This design comes from an exercise in tuning for small area on the open sky130 flow, not from production work.
At most, simulation tests tie the RTL to the original design; equivalence was not proved.
Power figures rest on the tool's default switching activity, not on a simulated workload.

## NV_soDLA_CACC_calculator_gate
module NV_soDLA_CACC_calculator_gate(
  input           io_nvdla_core_clk,
  input           io_nvdla_core_rstn,
  input  [1087:0] io_abuf_rd_data,
  output          io_abuf_wr_addr_valid,
  output [5:0]    io_abuf_wr_addr_bits,
  output [1087:0] io_abuf_wr_data,
  output          io_dlv_valid,
  output          io_dlv_mask,
  output [1023:0] io_dlv_data,
  output [1:0]    io_dlv_pd,
  input           io_accu_ctrl_valid,
  input  [12:0]   io_accu_ctrl_pd,
  input           io_accu_ctrl_ram_valid,
  input  [4:0]    io_cfg_truncate,
  input  [21:0]   io_mac_a2accu_data_0,
  input  [21:0]   io_mac_a2accu_data_1,
  input  [21:0]   io_mac_a2accu_data_2,
  input  [21:0]   io_mac_a2accu_data_3,
  input  [21:0]   io_mac_a2accu_data_4,
  input  [21:0]   io_mac_a2accu_data_5,
  input  [21:0]   io_mac_a2accu_data_6,
  input  [21:0]   io_mac_a2accu_data_7,
  input  [21:0]   io_mac_a2accu_data_8,
  input  [21:0]   io_mac_a2accu_data_9,
  input  [21:0]   io_mac_a2accu_data_10,
  input  [21:0]   io_mac_a2accu_data_11,
  input  [21:0]   io_mac_a2accu_data_12,
  input  [21:0]   io_mac_a2accu_data_13,
  input  [21:0]   io_mac_a2accu_data_14,
  input  [21:0]   io_mac_a2accu_data_15,
  input  [15:0]   io_mac_a2accu_mask,
  input           io_mac_a2accu_pvld,
  input  [21:0]   io_mac_b2accu_data_0,
  input  [21:0]   io_mac_b2accu_data_1,
  input  [21:0]   io_mac_b2accu_data_2,
  input  [21:0]   io_mac_b2accu_data_3,
  input  [21:0]   io_mac_b2accu_data_4,
  input  [21:0]   io_mac_b2accu_data_5,
  input  [21:0]   io_mac_b2accu_data_6,
  input  [21:0]   io_mac_b2accu_data_7,
  input  [21:0]   io_mac_b2accu_data_8,
  input  [21:0]   io_mac_b2accu_data_9,
  input  [21:0]   io_mac_b2accu_data_10,
  input  [21:0]   io_mac_b2accu_data_11,
  input  [21:0]   io_mac_b2accu_data_12,
  input  [21:0]   io_mac_b2accu_data_13,
  input  [21:0]   io_mac_b2accu_data_14,
  input  [21:0]   io_mac_b2accu_data_15,
  input  [15:0]   io_mac_b2accu_mask,
  input           io_mac_b2accu_pvld,
  output [31:0]   io_dp2reg_sat_count
);
Size in the first run: ~18000 cells after synthesis, about 3500 flip-flops, ~4000 I/O pins, about 180000 um^2 of cells after synthesis.
Settings: LEC_CHECK=0, ABC_AREA=1, CAP_MARGIN=20, CORE_AREA=4 4 1196 1196, DIE_AREA=0 0 1200 1200, PLACE_DENSITY=0.45, SLEW_MARGIN=20; clock period 10.0 ns.
standard.sh (not shown) runs the stock make flow with config.mk's settings and CLKGATE_MAP_FILE= SYNTH_SCRIPT=/design/flow/synth_recipe.tcl, a recipe that flattens the netlist after the stock synthesis.
==> flow/flow/run.sh <==
#!/bin/bash
# The standard layout with these changes:
#  - synthesis reads flow/shift_cells.v in place of the RTL module
#    cacc_shift_level: the same function, each bit one o22ai cell, so that
#    each shifter level maps to that cell (ABC alone maps it to larger
#    muxes);
#  - synthesis maps with an area-oriented ABC script (flow/abc_area.script,
#    ABC's &nf mapper) in place of ORFS's, and skips the generic ABC pass
#    inside Yosys's synth (SYNTH_ARGS=-noabc) so that the adders written as
#    full and half adders map to those cells without extra inverters;
#    everything else is the standard synthesis, so the registers are
#    the same;
#  - floorplanning removes synthesis buffers instead of upsizing gates for
#    timing before placement (REMOVE_ABC_BUFFERS=1);
#  - the ports are buffered with the smallest buffer, buf_1;
#  - clock tree synthesis uses the arguments in flow/cts_args.txt (no dummy
#    loads, smaller clusters of a smaller buffer);
#  - before pin placement, flow/pins.tcl keeps each lane's ports together on
#    one stretch of the die edge, so that each lane sits next to its ports;
#  - after global routing, flow/grt_post.tcl repairs antennas once more with
#    a margin, to save rounds of antenna repair after detailed routing.
# Each step's full output goes to a log file in this folder.
set -o pipefail
here=$(pwd)
rm -rf scripts_nf
cp -r "$FLOW_HOME/scripts" scripts_nf
cp flow/abc_area.script scripts_nf/abc_area.script
# the design for synthesis: design.v with the shifter level in cells
awk '/^module cacc_shift_level/{skip=1} !skip{print} skip&&/^endmodule/{skip=0}' design.v > design_synth.v
cat flow/shift_cells.v >> design_synth.v
if [ "$(grep -c '^module cacc_shift_level' design_synth.v)" != 1 ] || grep -q 'xe\[K' design_synth.v; then
  echo "run.sh: could not replace cacc_shift_level" >&2; exit 1
fi
sed "s|^export VERILOG_FILES = .*|export VERILOG_FILES = $here/design_synth.v|" config.mk > config_synth.mk
sed "s|DESIGN_CONFIG=[^ ]*|DESIGN_CONFIG=$here/config_synth.mk|" standard.sh > standard_synth.sh
grep -q "DESIGN_CONFIG=$here/config_synth.mk" standard_synth.sh || { echo "run.sh: could not point synthesis at config_synth.mk" >&2; exit 1; }
SCRIPTS_DIR=$here/scripts_nf SYNTH_ARGS=-noabc bash standard_synth.sh synth > synth.log 2>&1 || exit 1
rm -rf scripts_nf
export REMOVE_ABC_BUFFERS=1
# more rounds of antenna repair after detailed routing (the default 5 can
# leave a few violations)
export MAX_REPAIR_ANTENNAS_ITER_DRT=15
export BUFFER_PORTS_ARGS="-buffer_cell sky130_fd_sc_hd__buf_1"
if [ -f flow/cts_args.txt ]; then export CTS_ARGS="$(cat flow/cts_args.txt)"; fi
export PRE_IO_PLACEMENT_TCL=$here/flow/pins.tcl
export POST_GLOBAL_ROUTE_TCL=$here/flow/grt_post.tcl
bash standard.sh > layout.log 2>&1
Other scripts of this flow, unchanged in this note and not shown: flow/flow/abc_area.script, flow/flow/cts_args.txt, flow/flow/grt_post.tcl, flow/flow/pins.tcl, flow/flow/shift_cells.v
==> next run, changes <==
- PLACE_DENSITY: 0.45 -> 0.6
Outcome:
- first-iteration DRC count came out higher by 31%
- cell area is about the same
- clock power came out lower by 3.6%
- count of clock-buffer cells in the layout came out lower by 16

NV_soDLA_CACC_calculator_gate, a different RTL version from the one above (not shown whole).
Size in the first run: about 19000 cells after synthesis, roughly 3500 flip-flops, roughly 4000 I/O pins, roughly 180000 sq um of cells after synthesis.
clock: 10.0 ns
lec_check: 0
abc_area: 1
cap_margin: 20
core_area: 4 4 1146 1146
die_area: 0 0 1150 1150
place_density: 0.5
slew_margin: 20
==> flow/flow/run.sh <==
#!/bin/bash
# The standard layout with these changes:
#  - synthesis maps with an area-oriented ABC script (flow/abc_area.script,
#    ABC's &nf mapper) in place of ORFS's; everything else in synthesis is
#    the standard synthesis, so the registers are the same;
#  - the ports are buffered with the smallest buffer, buf_1;
#  - clock tree synthesis uses the arguments in flow/cts_args.txt (no dummy
#    loads, smaller clusters of a smaller buffer).
# Each step's full output goes to a log file in this folder.
set -o pipefail
here=$(pwd)
rm -rf scripts_nf
cp -r "$FLOW_HOME/scripts" scripts_nf
cp flow/abc_area.script scripts_nf/abc_area.script
SCRIPTS_DIR=$here/scripts_nf bash standard.sh synth > synth.log 2>&1 || exit 1
rm -rf scripts_nf
export BUFFER_PORTS_ARGS="-buffer_cell sky130_fd_sc_hd__buf_1"
if [ -f flow/cts_args.txt ]; then export CTS_ARGS="$(cat flow/cts_args.txt)"; fi
bash standard.sh > layout.log 2>&1
==> flow/flow/abc_area.script <==
strash
&get -n
&syn2
&dch -f
&nf -R 1000 -p -k
&put
==> flow/flow/cts_args.txt <==
-sink_clustering_enable -repair_clock_nets -dont_use_dummy_load -sink_clustering_size 15 -sink_clustering_max_diameter 60 -buf_list sky130_fd_sc_hd__clkbuf_8
The baseline completed and failed the layout checks on antenna violations.
Then changed:
==> flow/flow/cts_args.txt (replaced) <==
-sink_clustering_enable -repair_clock_nets -dont_use_dummy_load -sink_clustering_size 20 -sink_clustering_max_diameter 60 -buf_list sky130_fd_sc_hd__clkbuf_16
Result:
- The changed run finished but fails on antenna violations
- cell area rose by about 2%
- total power came out higher by about 9%
- global-route usage is about the same
- final cell count stays flat
- sequential share of layout area is lower by 0.58 points
- register-to-register slack degrades by 0.03 ns
- sequential cell count stays the same
- die area does not change
- routed wire length hardly moves
- count of clock-buffer cells in the layout fell by 17
- synthesized area does not change
No functional check of the RTL was part of any run of this note.

JK:
NV_soDLA_CACC_calculator_gate, a different RTL version from the one above (not shown whole).
For scale: about 30000 cells after synthesis, about 3500 flip-flops, ~4000 I/O pins, ~220000 sq um of cells after synthesis.
export LEC_CHECK = 0
export ABC_AREA = 1
export CAP_MARGIN = 20
export CORE_AREA = 4 4 1196 1196
export DIE_AREA = 0 0 1200 1200
export PLACE_DENSITY = 0.45
export SLEW_MARGIN = 20
create_clock -name core_clock -period 10.0 [get_ports {io_nvdla_core_clk}]
==> flow/flow/run.sh <==
#!/bin/bash
# The standard layout with these changes:
#  - synthesis is the standard synthesis (bash standard.sh synth);
#  - floorplanning removes synthesis buffers instead of upsizing gates for
#    timing before placement (REMOVE_ABC_BUFFERS=1);
#  - the ports are buffered with the smallest buffer, buf_1;
#  - clock tree synthesis uses the arguments in flow/cts_args.txt (no dummy
#    loads, smaller clusters of a smaller buffer);
#  - before pin placement, flow/pins.tcl keeps each lane's ports together on
#    one stretch of the die edge, so that each lane sits next to its ports;
#  - after global routing, flow/grt_post.tcl repairs antennas once more with
#    a margin, to save rounds of antenna repair after detailed routing.
# Each step's full output goes to a log file in this folder.
set -o pipefail
here=$(pwd)
bash standard.sh synth > synth.log 2>&1 || exit 1
export REMOVE_ABC_BUFFERS=1
# more rounds of antenna repair after detailed routing (the default 5 can
# leave a few violations)
export MAX_REPAIR_ANTENNAS_ITER_DRT=15
export BUFFER_PORTS_ARGS="-buffer_cell sky130_fd_sc_hd__buf_1"
if [ -f flow/cts_args.txt ]; then export CTS_ARGS="$(cat flow/cts_args.txt)"; fi
export PRE_IO_PLACEMENT_TCL=$here/flow/pins.tcl
export POST_GLOBAL_ROUTE_TCL=$here/flow/grt_post.tcl
bash standard.sh > layout.log 2>&1
Other scripts of this flow, unchanged in this note and not shown: flow/flow/cts_args.txt, flow/flow/grt_post.tcl, flow/flow/pins.tcl
JK: all stages complete, timing, DRC and antenna checks passed
Modified inputs, MS compared to JK
--- a/flow/flow/run.sh
+++ b/flow/flow/run.sh
@@ -1,5 +1,10 @@
 #!/bin/bash
 # The standard layout with these changes:
-#  - synthesis is the standard synthesis (bash standard.sh synth);
+#  - synthesis maps with an area-oriented ABC script (flow/abc_area.script,
+#    ABC's &nf mapper) in place of ORFS's, and skips the generic ABC pass
+#    inside Yosys's synth (SYNTH_ARGS=-noabc) so that the adders written as
+#    full and half adders map to those cells without extra inverters;
+#    everything else is the standard synthesis, so the registers are
+#    the same;
 #  - floorplanning removes synthesis buffers instead of upsizing gates for
 #    timing before placement (REMOVE_ABC_BUFFERS=1);
@@ -14,5 +19,9 @@
 set -o pipefail
 here=$(pwd)
-bash standard.sh synth > synth.log 2>&1 || exit 1
+rm -rf scripts_nf
+cp -r "$FLOW_HOME/scripts" scripts_nf
+cp flow/abc_area.script scripts_nf/abc_area.script
+SCRIPTS_DIR=$here/scripts_nf SYNTH_ARGS=-noabc bash standard.sh synth > synth.log 2>&1 || exit 1
+rm -rf scripts_nf
 export REMOVE_ABC_BUFFERS=1
 # more rounds of antenna repair after detailed routing (the default 5 can
==> flow/flow/abc_area.script (new file) <==
strash
&get -n
&syn2
&dch -f
&nf -R 1000 -p -k
&put
Results
JK -> MS: clock-pin slew on the worst setup and hold paths flat
The number of global-route vias before repair of MS falls short of that of JK by 45230.
Worst setup path endpoint = sat_count[8]$_SDFF_PP0_: JK; worst setup path endpoint = sat_count[2]$_SDFF_PN0_: MS
Diff JK -> MS: number of non-filler instances in the completed layout now smaller; flop-to-flop setup slack went down; routed wire length shrank by 24%; arithmetic-cell share of the synthesized area counting full adders, half adders and majority gates now larger.
What MS reported for number of instances in the synthesized netlist has to be multiplied by 1.7 to get the figure for JK.
Summary of MS over JK: placement-stage worst setup slack now smaller, layout filler cell count now smaller.

## separate check: timing with driven ports
No port has a modelled driver above. Below, the same layouts with a new extraction and two added sets of constraints. Step 1: set_driving_cell puts a clkbuf_16 on io_nvdla_core_clk and a buf_2 on each other input, an assumption about the parent block. Step 2 adds t to the input delays and takes it off the output delays; t is the mean of the earliest and latest rising clock arrival at the registers after step 1. Input paths then give back, and output paths get back, about the clock's delay inside the block. Three values: no drivers, after step 1, after step 2; two values: the first two.
run	t, ns	slack for setup (ns)	worst setup path after step 2	clock arrival spread, ns	worst data-port slew with drivers (ns)
the first run of note 1	1.280	1.825 / 1.918 / 0.638	input to register	0.293 / 0.294	0.17
the second run of note 1	1.256	1.740 / 1.740 / 0.767	input to register	0.257 / 0.257	0.14
the first run of note 2	1.376	2.072 / 2.072 / 1.929	input to register	0.281 / 0.281	0.87
the second run of note 2	1.222	2.044 / 2.044 / 1.974	input to register	0.272 / 0.273	0.84
JK	1.315	2.138 / 2.138 / 1.207	input to register	0.266 / 0.266	0.18
MS	1.319	1.200 / 1.200 / 0.730	input to register	0.269 / 0.269	0.37
The setup slack of the first run of note 1, which loses most, moves by +0.093 ns with the drivers and by -1.187 ns with both steps.
